Source: an optimization exercise on an open RTL-to-GDS flow (aim: small area and a short achievable clock period). Production flows keep margins and buffers that such runs may drop.
RTL that was checked went through simulation tests only; none was proved equivalent to the original.
The clock port is modelled as an ideal driver, which makes a skipped or thinned clock tree look cheaper than it is; a real chip needs a root buffer or a tree.
No activity file was given, so power comes from the tool's default toggle rates.

== north ==
==> flow/design.v <==
`timescale 1ns/10ps
module IOTDF( clk, rst, in_en, iot_in, fn_sel, busy, valid, iot_out);
input          clk;
input          rst;
input          in_en;
input  [7:0]   iot_in;
input  [2:0]   fn_sel;
output         busy;
output         valid;
output [127:0] iot_out;
reg  [127:0] x;         
reg  [127:0] y;         
reg  [2:0]   s3;        
reg          carry;     
reg          r;         
reg          ones;      
reg          copy_r;    
reg          emit_r;    
reg  [2:0]   fn;        
reg          valid_r;
reg  [3:0]   cnt;       
reg          started;   
reg          have;      
reg  [2:0]   pos;       
reg          r0done;    
wire ph0  = (cnt == 4'd0);
wire ph1  = (cnt == 4'd1);
wire ph15 = (cnt == 4'd15);
wire f_max  = (fn == 3'b001);
wire f_min  = (fn == 3'b010);
wire f_avg  = (fn == 3'b011);
wire f_ext  = (fn == 3'b100);
wire f_exc  = (fn == 3'b101);
wire f_peak = (fn[2:1] == 2'b11);
wire f_less = (fn == 3'b010) | (fn == 3'b111);
wire [7:0] a = x[127:120];
wire [7:0] b = y[127:120];
wire r_prev = ph1 ? 1'b0 : r;
wire r_next = (a == b) ? r_prev : ((a > b) ^ f_less);
wire ones_next = (a == 8'hFF) & (ph1 | ones);
wire better = r_next;
wire first  = (pos == 3'd0) & ~(f_peak & r0done);
wire last   = (pos == 3'd7);
wire ext_ok = (a >= 8'h70) & ((a < 8'hAF) | ((a == 8'hAF) & ~ones));
wire exc_ok = (a < 8'h7F) | ((a == 8'h7F) & ~ones) | (a >= 8'hC0);
wire copy_now = f_ext | f_exc | first | better;
wire emit_now = have & ((f_max | f_min | f_avg) ? last :
                        f_peak ? (r0done ? better : last) :
                        f_ext  ? ext_ok :
                        f_exc  ? exc_ok : 1'b0);
wire copy = ph0 ? copy_now : copy_r;
wire       first_in = ~have | last;     
wire [3:0] low    = (first_in ? 3'd0 : s3) + x[10:8];
wire [7:0] addend = {ph15 ? 3'd0 : x[10:8], x[7:3]};
wire [8:0] asum   = (first ? 8'd0 : y[7:0]) + addend + carry;
wire [7:0] yin = f_avg ? asum[7:0] : (copy ? x[7:0] : y[7:0]);
assign busy    = 1'b0;
assign valid   = valid_r;
assign iot_out = y;
always @(posedge clk) begin
	x <= {iot_in, x[127:8]};
	y <= {yin, y[127:8]};
	fn <= fn_sel;
	r <= r_next;
	ones <= ones_next;
	if (ph15) begin
		carry <= low[3];
		s3    <= low[2:0];
	end
	else
		carry <= asum[8];
	if (ph0) begin
		copy_r <= copy_now;
		emit_r <= emit_now;
	end
end
always @(posedge clk or posedge rst) begin
	if (rst) begin
		valid_r <= 1'b0;
		cnt     <= 4'd0;
		started <= 1'b0;
		have    <= 1'b0;
		pos     <= 3'd0;
		r0done  <= 1'b0;
	end
	else begin
		valid_r <= ph15 & emit_r;
		if (in_en | started)
			cnt <= cnt + 4'd1;
		if (in_en)
			started <= 1'b1;
		if (ph15) begin
			have <= in_en;
			if (have) begin
				pos <= pos + 3'd1;
				if (last)
					r0done <= 1'b1;
			end
		end
	end
end
endmodule
clock: 10.0 ns
lec_check: 0
cap_margin: 20
core_margin: 2
core_utilization: 65
cts_buf_list: sky130_fd_sc_hd__clkbuf_8
cts_cluster_diameter: 60
cts_cluster_size: 18
place_density: 0.75
setup_slack_margin: 0.3
slew_margin: 20
standard.sh (not shown) runs the stock make flow with config.mk's settings and CLKGATE_MAP_FILE= SYNTH_SCRIPT=/design/flow/synth_recipe.tcl, a recipe that flattens the netlist after the stock synthesis.
==> flow/flow/run.sh <==
#!/bin/bash
# The standard layout, with plain sky130_fd_sc_hd__buf_1 cells as the port buffers.
set -euo pipefail
export BUFFER_PORTS_ARGS="-buffer_cell sky130_fd_sc_hd__buf_1"
bash standard.sh > flow_standard.log 2>&1
north went all the way through the flow, and no timing, DRC or antenna check failed.
Setup changes, north to south
--- a/flow/design.v
+++ b/flow/design.v
@@ -32,46 +32,74 @@
 wire f_ext  = (fn == 3'b100);
 wire f_exc  = (fn == 3'b101);
 wire f_peak = (fn[2:1] == 2'b11);
 wire f_less = (fn == 3'b010) | (fn == 3'b111);
 wire [7:0] a = x[127:120];
 wire [7:0] b = y[127:120];
-wire r_prev = ph1 ? 1'b0 : r;
-wire r_next = (a == b) ? r_prev : ((a > b) ^ f_less);
+wire r_prev = ~ph1 & r;
+wire [8:0] g;
+assign g[0] = 1'b0;
+genvar k;
+generate
+	for (k = 0; k < 8; k = k + 1) begin : cmp
+		assign g[k+1] = (a[k] & ~b[k]) | (~(a[k] ^ b[k]) & g[k]);
+	end
+endgenerate
+wire r_next = (a == b) ? r_prev : (g[8] ^ f_less);
 wire ones_next = (a == 8'hFF) & (ph1 | ones);
 wire better = r_next;
 wire first  = (pos == 3'd0) & ~(f_peak & r0done);
 wire last   = (pos == 3'd7);
-wire ext_ok = (a >= 8'h70) & ((a < 8'hAF) | ((a == 8'hAF) & ~ones));
-wire exc_ok = (a < 8'h7F) | ((a == 8'h7F) & ~ones) | (a >= 8'hC0);
+wire ge70   = a[7] | (a[6] & a[5] & a[4]);
+wire ltAF   = ~a[7] | (~a[6] & (~a[5] | (~a[4] & ~(&a[3:0]))));
+wire lt7F   = ~a[7] & ~(&a[6:0]);
+wire geC0   = a[7] & a[6];
+wire ext_ok = ge70 & (ltAF | ((a == 8'hAF) & ~ones));
+wire exc_ok = lt7F | ((a == 8'h7F) & ~ones) | geC0;
 wire copy_now = f_ext | f_exc | first | better;
 wire emit_now = have & ((f_max | f_min | f_avg) ? last :
                         f_peak ? (r0done ? better : last) :
                         f_ext  ? ext_ok :
                         f_exc  ? exc_ok : 1'b0);
 wire copy = ph0 ? copy_now : copy_r;
 wire       first_in = ~have | last;     
-wire [3:0] low    = (first_in ? 3'd0 : s3) + x[10:8];
-wire [7:0] addend = {ph15 ? 3'd0 : x[10:8], x[7:3]};
-wire [8:0] asum   = (first ? 8'd0 : y[7:0]) + addend + carry;
-wire [7:0] yin = f_avg ? asum[7:0] : (copy ? x[7:0] : y[7:0]);
+wire [2:0] s3m    = s3 & {3{~first_in}};
+wire [3:0] lc;
+wire [2:0] low;
+wire [7:0] addend = {x[10:8] & {3{~ph15}}, x[7:3]};
+wire [7:0] ym     = y[7:0] & {8{~first}};
+wire [8:0] ac;
+wire [7:0] asum;
+assign lc[0] = 1'b0;
+assign ac[0] = carry;
+generate
+	for (k = 0; k < 3; k = k + 1) begin : lowadd
+		assign low[k]  = s3m[k] ^ x[8+k] ^ lc[k];
+		assign lc[k+1] = (s3m[k] & x[8+k]) | (lc[k] & (s3m[k] ^ x[8+k]));
+	end
+	for (k = 0; k < 8; k = k + 1) begin : add
+		assign asum[k] = ym[k] ^ addend[k] ^ ac[k];
+		assign ac[k+1] = (ym[k] & addend[k]) | (ac[k] & (ym[k] ^ addend[k]));
+	end
+endgenerate
+wire [7:0] yin = f_avg ? asum : (copy ? x[7:0] : y[7:0]);
 assign busy    = 1'b0;
 assign valid   = valid_r;
 assign iot_out = y;
 always @(posedge clk) begin
 	x <= {iot_in, x[127:8]};
 	y <= {yin, y[127:8]};
 	fn <= fn_sel;
 	r <= r_next;
 	ones <= ones_next;
 	if (ph15) begin
-		carry <= low[3];
-		s3    <= low[2:0];
+		carry <= lc[3];
+		s3    <= low;
 	end
 	else
-		carry <= asum[8];
+		carry <= ac[8];
 	if (ph0) begin
 		copy_r <= copy_now;
 		emit_r <= emit_now;
 	end
 end
 always @(posedge clk or posedge rst) begin
Results
Per the comparison of south with north, total track usage decreased 1.5 points; clock period minus final worst setup slack now sits higher; adder and majority cell fraction of the synthesized area increased by 0.57 points relative to the old numbers; synthesized area went down by 240 um2. In the flow results for north and south, the area enclosed by the die boundary is smaller on south. In south, critical path depth is higher than in north. Compared with north, south supports a lower clock frequency. The lower switching power came out of south. For north, the start-to-end type of the worst setup path was reg2out, unlike south, where it was reg2reg. Changes observed in south relative to north: arrival time at the worst endpoint increased 3.56 ns, first-iteration DRC count moved up, count of placed standard cells including taps now smaller, flip-flop and latch count after synthesis barely changed. For north, the launch point of the worst path was y[120], unlike south, where it was pos[0].
Function not checked in south: the RTL went through the layout flow alone.

IOTDF, a different RTL version from the one above (not shown whole).
For scale: ~460 cells after synthesis, about 280 flip-flops, about 140 I/O pins.
==> module IOTDF, before the edit <==
module IOTDF( clk, rst, in_en, iot_in, fn_sel, busy, valid, iot_out);
input          clk;
input          rst;
input          in_en;
input  [7:0]   iot_in;
input  [2:0]   fn_sel;
output         busy;
output         valid;
output [127:0] iot_out;
reg  [127:0] x;         
reg  [127:0] y;         
reg  [2:0]   s3;        
reg          carry;     
reg          r;         
reg          ones;      
reg          copy_r;    
reg  [2:0]   fn;        
reg          valid_r;
reg  [3:0]   cnt;       
reg          have;      
reg  [2:0]   pos;       
reg          r0done;    
wire ph0  = (cnt == 4'd0);
wire ph15 = (cnt == 4'd15);
wire f_mma  = (fn == 3'b001) | (fn == 3'b010) | (fn == 3'b011);
wire f_avg  = (fn == 3'b011);
wire f_ext  = (fn == 3'b100);
wire f_exc  = (fn == 3'b101);
wire f_peak = (fn[2:1] == 2'b11);
wire f_less = (fn == 3'b010) | (fn == 3'b111);
wire [7:0] a = x[127:120];
wire [7:0] b = y[127:120];
wire r_prev = r;
wire [7:0] gk = a & ~b;
wire [7:0] pk = a | ~b;
wire g10 = gk[1] | (pk[1] & gk[0]), p10 = pk[1] & pk[0];
wire g32 = gk[3] | (pk[3] & gk[2]), p32 = pk[3] & pk[2];
wire g54 = gk[5] | (pk[5] & gk[4]), p54 = pk[5] & pk[4];
wire g76 = gk[7] | (pk[7] & gk[6]), p76 = pk[7] & pk[6];
wire g30 = g32 | (p32 & g10), p30 = p32 & p10;
wire g74 = g76 | (p76 & g54), p74 = p76 & p54;
wire g70 = g74 | (p74 & g30), p70 = p74 & p30;
wire r_next = f_less ^ (g70 | (p70 & (r_prev ^ f_less)));
wire ones_next = (a == 8'hFF) & ones;
wire better = r_next;
wire last   = (pos == 3'd7);
wire first  = (pos == 3'd0) & ~(f_peak & r0done);    
wire ge70   = a[7] | (a[6] & a[5] & a[4]);
wire ltAF   = ~a[7] | (~a[6] & (~a[5] | (~a[4] & ~(&a[3:0]))));
wire lt7F   = ~a[7] & ~(&a[6:0]);
wire geC0   = a[7] & a[6];
wire ext_ok = ge70 & (ltAF | ((a == 8'hAF) & ~ones));
wire exc_ok = lt7F | ((a == 8'h7F) & ~ones) | geC0;
wire copy_now = (f_ext & ext_ok) | (f_exc & exc_ok) | (~f_ext & ~f_exc & (first | better));
wire copy = (f_ext | f_exc) | (ph0 ? copy_now : copy_r);
wire emit = have & (((f_mma | (f_peak & ~r0done)) & last) |
                    ((f_ext | f_exc | (f_peak & r0done)) & copy_r));
wire       first_in = ~have | last;     
wire [3:0] low    = (s3 & {3{~first_in}}) + x[10:8];
wire [7:0] addend = {x[10:8] & {3{~ph15}}, x[7:3]};
wire [8:0] asum   = (y[7:0] & {8{~first}}) + addend + carry;
wire sel_a = f_avg;
wire sel_x = ~f_avg & copy;
wire sel_y = ~f_avg & ~copy;
wire [7:0] yin = (asum[7:0] & {8{sel_a}}) | (x[7:0] & {8{sel_x}}) | (y[7:0] & {8{sel_y}});
assign busy    = 1'b0;
assign valid   = valid_r;
assign iot_out = y;
always @(posedge clk) begin
	x <= {iot_in, x[127:8]};
	fn <= fn_sel;
	y <= {yin, y[127:8]};
	r <= ~ph0 & r_next;
	ones <= ph0 | ones_next;
	if (ph15) begin
		carry   <= low[3];
		s3      <= low[2:0];
	end
	else
		carry <= asum[8];
	if (ph0) begin
		copy_r <= copy_now;
	end
end
always @(posedge clk or posedge rst) begin
	if (rst) begin
		valid_r <= 1'b0;
		cnt     <= 4'd0;
		have    <= 1'b0;
		pos     <= 3'd0;
		r0done  <= 1'b0;
	end
	else begin
		valid_r <= ph15 & emit;
		if (in_en | have | ~ph0)
			cnt <= cnt + 4'd1;
		if (ph15) begin
			have <= in_en;
			if (have) begin
				pos <= pos + 3'd1;
				if (last)
					r0done <= 1'b1;
			end
		end
	end
end
endmodule
clock: 10.0 ns
lec_check: 0
abc_area: 0
cap_margin: 20
core_margin: 2
core_utilization: 65
cts_buf_list: sky130_fd_sc_hd__clkbuf_8
cts_cluster_diameter: 60
cts_cluster_size: 18
place_density: 0.75
slew_margin: 20
==> flow/flow/run.sh <==
#!/bin/bash
# The standard layout, with these changes:
#  - plain sky130_fd_sc_hd__buf_1 cells as the port buffers;
#  - timing repair aims at a period of 10 - SETUP_SLACK_MARGIN ns, and runs
#    after global routing only, once the clock tree has its final form.
set -euo pipefail
here=$(pwd)
export BUFFER_PORTS_ARGS="-buffer_cell sky130_fd_sc_hd__buf_1"
export POST_CTS_TCL="$here/flow/post_cts.tcl"
export SKIP_CTS_REPAIR_TIMING=1
export SETUP_SLACK_MARGIN=7.1
bash standard.sh > flow_standard.log 2>&1
Other scripts of this flow, unchanged in this note and not shown: flow/flow/post_cts.tcl, flow/flow/reroot.tcl
==> next run, changes <==
--- a/flow/design.v
+++ b/flow/design.v
@@ -12,12 +12,13 @@
 reg  [127:0] y;         
 reg  [2:0]   s3;        
 reg          carry;     
 reg          r;         
 reg          ones;      
 reg          copy_r;    
+reg          emit_r;    
 reg  [2:0]   fn;        
 reg          valid_r;
 reg  [3:0]   cnt;       
 reg          have;      
 reg  [2:0]   pos;       
 reg          r0done;    
@@ -49,16 +50,18 @@
 wire ge70   = a[7] | (a[6] & a[5] & a[4]);
 wire ltAF   = ~a[7] | (~a[6] & (~a[5] | (~a[4] & ~(&a[3:0]))));
 wire lt7F   = ~a[7] & ~(&a[6:0]);
 wire geC0   = a[7] & a[6];
 wire ext_ok = ge70 & (ltAF | ((a == 8'hAF) & ~ones));
 wire exc_ok = lt7F | ((a == 8'h7F) & ~ones) | geC0;
-wire copy_now = (f_ext & ext_ok) | (f_exc & exc_ok) | (~f_ext & ~f_exc & (first | better));
-wire copy = (f_ext | f_exc) | (ph0 ? copy_now : copy_r);
-wire emit = have & (((f_mma | (f_peak & ~r0done)) & last) |
-                    ((f_ext | f_exc | (f_peak & r0done)) & copy_r));
+wire copy_now = f_ext | f_exc | first | better;
+wire emit_now = have & ((f_mma & last) |
+                        (f_peak & (r0done ? better : last)) |
+                        (f_ext & ext_ok) |
+                        (f_exc & exc_ok));
+wire copy = ph0 ? copy_now : copy_r;
 wire       first_in = ~have | last;     
 wire [3:0] low    = (s3 & {3{~first_in}}) + x[10:8];
 wire [7:0] addend = {x[10:8] & {3{~ph15}}, x[7:3]};
 wire [8:0] asum   = (y[7:0] & {8{~first}}) + addend + carry;
 wire sel_a = f_avg;
 wire sel_x = ~f_avg & copy;
@@ -78,24 +81,25 @@
 		s3      <= low[2:0];
 	end
 	else
 		carry <= asum[8];
 	if (ph0) begin
 		copy_r <= copy_now;
+		emit_r <= emit_now;
 	end
 end
 always @(posedge clk or posedge rst) begin
 	if (rst) begin
 		valid_r <= 1'b0;
 		cnt     <= 4'd0;
 		have    <= 1'b0;
 		pos     <= 3'd0;
 		r0done  <= 1'b0;
 	end
 	else begin
-		valid_r <= ph15 & emit;
+		valid_r <= ph15 & emit_r;
 		if (in_en | have | ~ph0)
 			cnt <= cnt + 4'd1;
 		if (ph15) begin
 			have <= in_en;
 			if (have) begin
 				pos <= pos + 3'd1;
=>
- clock power stays flat
- register-to-register slack improved by 30 ps
- global-route usage decreases by 3.0 points
- wire length decreases by 11%
- total power decreases by 5.0%
- final cell count stays flat
- utilization decreases by 0.25 points
- clock skew decreases by 4.0 ps
- synthesized cell count hardly moves
- die area increases by 0.44%
- hold slack improved by 12 ps
- setup slack improved by 11 ps

afterwards: timing with drivers on the ports:
How much do the figures lean on ideal ports? The routed layouts below were timed once more, with nothing changed but the port constraints. Step 1: set_driving_cell puts a clkbuf_16 on clk and a buf_2 on each other input, an assumption about the parent block. Step 2 times the ports against the registers' clock, not the clock port: input delays grow and output delays shrink by t, the midpoint of the rising clock arrivals with the driver on. a / b / c = ideal / step 1 / step 2; a / b = the first two.
run | t, ns | setup slack, ns | hold WS [ns] | worst setup path at the end | clock arrival spread, ns
north | 0.539 | 6.855 / 6.817 / 6.942 | 0.327 / 0.327 / 0.327 | register to register | 0.016 / 0.016
south | 0.538 | 5.736 / 5.736 / 5.736 | 0.319 / 0.319 / 0.319 | register to register | 0.017 / 0.017
the first run of note 2 | 0.364 | 7.124 / 7.035 / 7.257 | 0.289 / 0.289 / 0.289 | input to register | 0.052 / 0.053
the second run of note 2 | 0.368 | 7.135 / 7.052 / 7.342 | 0.301 / 0.301 / 0.301 | register to register | 0.036 / 0.036
After both steps setup and hold are still met in every run listed.
